This is an optimization exercise on Yosys and OpenROAD, whose aim is small area and a short achievable clock period, not a production implementation.

==> try-harbor <==
==> flow/design.v (excerpt) <==
module MAC(A,B,out,clk,reset);
  input [15:0] A,B;
  input clk,reset;
  output [35:0] out;
  reg [35:0] cs0, cs1;
  wire [35:0] acc = out;
  wire [35:0] n0, n1;
  wire pp_0_0 = A[0] & B[0];
  wire pp_0_1 = A[0] & B[1];
  wire pp_0_2 = A[0] & B[2];
  wire pp_0_3 = A[0] & B[3];
  wire pp_0_4 = A[0] & B[4];
  wire pp_0_5 = A[0] & B[5];
  wire pp_0_6 = A[0] & B[6];
  wire pp_0_7 = A[0] & B[7];
  wire pp_0_8 = A[0] & B[8];
  wire pp_0_9 = A[0] & B[9];
  wire pp_0_10 = A[0] & B[10];
  wire pp_0_11 = A[0] & B[11];
  wire pp_0_12 = A[0] & B[12];
  wire pp_0_13 = A[0] & B[13];
  wire pp_0_14 = A[0] & B[14];
  wire pp_0_15 = A[0] & B[15];
  wire pp_1_0 = A[1] & B[0];
  wire pp_1_1 = A[1] & B[1];
  wire pp_1_2 = A[1] & B[2];
  wire pp_1_3 = A[1] & B[3];
  wire pp_1_4 = A[1] & B[4];
  wire pp_1_5 = A[1] & B[5];
  wire pp_1_6 = A[1] & B[6];
  wire pp_1_7 = A[1] & B[7];
  wire pp_1_8 = A[1] & B[8];
  wire pp_1_9 = A[1] & B[9];
  wire pp_1_10 = A[1] & B[10];
  wire pp_1_11 = A[1] & B[11];
  wire pp_1_12 = A[1] & B[12];
  wire pp_1_13 = A[1] & B[13];
  wire pp_1_14 = A[1] & B[14];
  wire pp_1_15 = A[1] & B[15];
  wire pp_2_0 = A[2] & B[0];
  wire pp_2_1 = A[2] & B[1];
  wire pp_2_2 = A[2] & B[2];
  wire pp_2_3 = A[2] & B[3];
  wire pp_2_4 = A[2] & B[4];
  wire pp_2_5 = A[2] & B[5];
  wire pp_2_6 = A[2] & B[6];
  wire pp_2_7 = A[2] & B[7];
  wire pp_2_8 = A[2] & B[8];
  wire pp_2_9 = A[2] & B[9];
  wire pp_2_10 = A[2] & B[10];
  wire pp_2_11 = A[2] & B[11];
  wire pp_2_12 = A[2] & B[12];
  wire pp_2_13 = A[2] & B[13];
  wire pp_2_14 = A[2] & B[14];
  wire pp_2_15 = A[2] & B[15];
  wire pp_3_0 = A[3] & B[0];
  wire pp_3_1 = A[3] & B[1];
  wire pp_3_2 = A[3] & B[2];
  wire pp_3_3 = A[3] & B[3];
  wire pp_3_4 = A[3] & B[4];
  wire pp_3_5 = A[3] & B[5];
  wire pp_3_6 = A[3] & B[6];
  wire pp_3_7 = A[3] & B[7];
  wire pp_3_8 = A[3] & B[8];
  wire pp_3_9 = A[3] & B[9];
  ...
export LEC_CHECK = 0
export CAP_MARGIN = 20
export CORE_MARGIN = 2
export CORE_UTILIZATION = 40
export SLEW_MARGIN = 20
export SYNTH_HIERARCHICAL = 1
create_clock -name core_clock -period 18.0 [get_ports {clk}]
standard.sh (not shown) runs the stock make flow with config.mk's settings and CLKGATE_MAP_FILE= SYNTH_SCRIPT=/design/flow/synth_recipe.tcl, a recipe that flattens the netlist after the stock synthesis.
==> flow/flow/run.sh <==
#!/bin/bash
# Standard ORFS layout (the standard.sh, standard synthesis unchanged) with two layout
# choices: port buffers of a given strength, and repair_timing aiming for extra setup slack
# so that the layout is optimised beyond the 18 ns constraint (the SDC is not changed).
set -euo pipefail
HERE=$(cd "$(dirname "$0")" && pwd)
source "$HERE/knobs.sh"
bash standard.sh BUFFER_PORTS_ARGS="-buffer_cell $PORT_BUF" SETUP_SLACK_MARGIN=$MARGIN finish > make_flow.log 2>&1
==> flow/flow/knobs.sh <==
PORT_BUF=sky130_fd_sc_hd__buf_4
MARGIN=0
==> try-raven (differences from try-harbor) <==
==> flow/flow/knobs.sh (replaced) <==
PORT_BUF=sky130_fd_sc_hd__buf_4
MARGIN=11.5
==> try-lagoon (differences from try-harbor) <==
==> flow/run.sh (new file) <==
#!/bin/bash
# synth_recipe.tcl (not shown) runs the flow's synth.tcl, then flattens the netlist and writes it again
# the make line also repeats each setting of config.mk as NAME=value (left out here)
make -C /OpenROAD-flow-scripts/flow DESIGN_CONFIG=/design/flow/config.mk WORK_HOME=/design/flow/orfs CLKGATE_MAP_FILE= SYNTH_SCRIPT=/design/flow/synth_recipe.tcl finish
removed: flow/flow/run.sh
removed: flow/flow/knobs.sh
removed: flow/standard.sh
==> try-ember (differences from try-harbor) <==
==> flow/flow/knobs.sh (replaced) <==
PORT_BUF=sky130_fd_sc_hd__buf_4
MARGIN=10
==> run_results.csv <==
group,metric,value,unit
layout,syn2layout_area_growth,26.8,%
detailed_routing,drt_wl_total,28900,um
global_routing,grt_usage,22.8,%
global_routing,antenna_found_initial,0,
timing,hold_ws,0.512,ns
clock_network,cts_setup_buffers,28,
layout,fillerInstances,2156,
place,pre_cts_ws,10.96,ns
outcome,outcome,"no timing/DRC/antenna violations",
worst_setup_path,crit_chain,"buf_8, and2_4, fa_1, fa_2, fa_1, fa_2, fa_2, fa_2",
worst_setup_path,r2r_slack,12.50,ns
-- figures above: try-raven

==> run_results.csv <==
group,metric,value,unit
global_routing,grt_usage,21.3,%
outcome,outcome,"no timing/DRC/antenna violations",
synthesis,syn_area_per_cell,11.4,um^2
place,detailed_place.area,0.0108,mm^2
worst_setup_path,crit_chain,"ha_1, fa_1, a21oi_1, o22ai_1, nor4bb_1, o21ai_1, a211oi_1, o31ai_1, xnor2_1, buf_4",
worst_setup_path,r2r_slack,12.03,ns
synthesis,yosys-top-cells-count,"259 x and2_1, 225 x fa_1, 68 x dfrtp_1",
clock_network,cts_setup_buffers,0,
layout,syn2layout_area_growth,10.7,%
place,pre_cts_ws,10.78,ns
global_routing,antenna_found_initial,0,
detailed_routing,drt_wl_total,26400,um
layout,nNonClkBuffers,70,
-- figures above: try-ember

==> run_results.csv <==
group,metric,value,unit
global_routing,grt_usage,21.3,%
worst_setup_path,arrival,3.80,ns
layout,fillerInstances,2299,
outcome,outcome,"no timing/DRC/antenna violations",
place,placedCellCount,1236,
detailed_routing,drt_wl_total,26400,um
worst_setup_path,r2r_slack,12.03,ns
place,pre_cts_ws,10.78,ns
global_routing,antenna_found_initial,0,
clock_network,cts_setup_buffers,0,
layout,seq_cells,68,
layout,syn2layout_area_growth,10.7,%
synthesis,synth_top_family_by_area,"adder cells",
layout,clkbuf_count,11,
global_routing,grt_pass1_vias,7517,
timing,hold_ws,0.498,ns
-- figures above: try-harbor

==> run_results.csv <==
group,metric,value,unit
outcome,outcome,"no timing/DRC/antenna violations",
layout,syn2layout_area_growth,12.5,%
detailed_routing,drt_wl_total,26500,um
global_routing,grt_usage,21.6,%
layout,fillerInstances,2279,
timing,hold_ws,0.499,ns
layout,multi_input_gates,763,
place,pre_cts_ws,10.01,ns
worst_setup_path,crit_chain,"ha_1, fa_1, a21oi_1, o22ai_1, nor4bb_1, o21ai_1, a211oi_1, o31ai_1, xnor2_1, clkdlybuf4s50_1",
timing,max_freq,0.126,GHz
clock_network,path_clk_slew,0.05,ns
-- figures above: try-lagoon

No run of this note included a check of the RTL's function; only the layout flow was run.

afterwards: timing with drivers on the ports:
The results above use ideal ports. As a check the final layouts listed here were re-extracted and re-timed, cells and wires unchanged.
Step 1: set_driving_cell puts a clkbuf_16 on clk and a buf_2 on each other input, an assumption about the parent block.
Step 2 times the ports against the registers' clock, not the clock port: input delays grow and output delays shrink by t, the midpoint of the rising clock arrivals with the driver on.
Three values: ideal ports, drivers, drivers and shift; two values: the first two.
run	shift t [ns]	slack for setup (ns)	clock arrival spread, ns
try-harbor	0.376	10.598 / 10.557 / 10.791	0.008 / 0.008
try-raven	0.390	11.394 / 11.381 / 10.991	0.011 / 0.010
try-lagoon	0.387	10.095 / 10.049 / 9.954	0.015 / 0.015
try-ember	0.376	10.598 / 10.557 / 10.791	0.008 / 0.008
After both steps every run listed still meets setup and hold. For try-raven, which loses most, drivers alone change the setup slack by -0.013 ns; drivers and shift together by -0.403 ns.
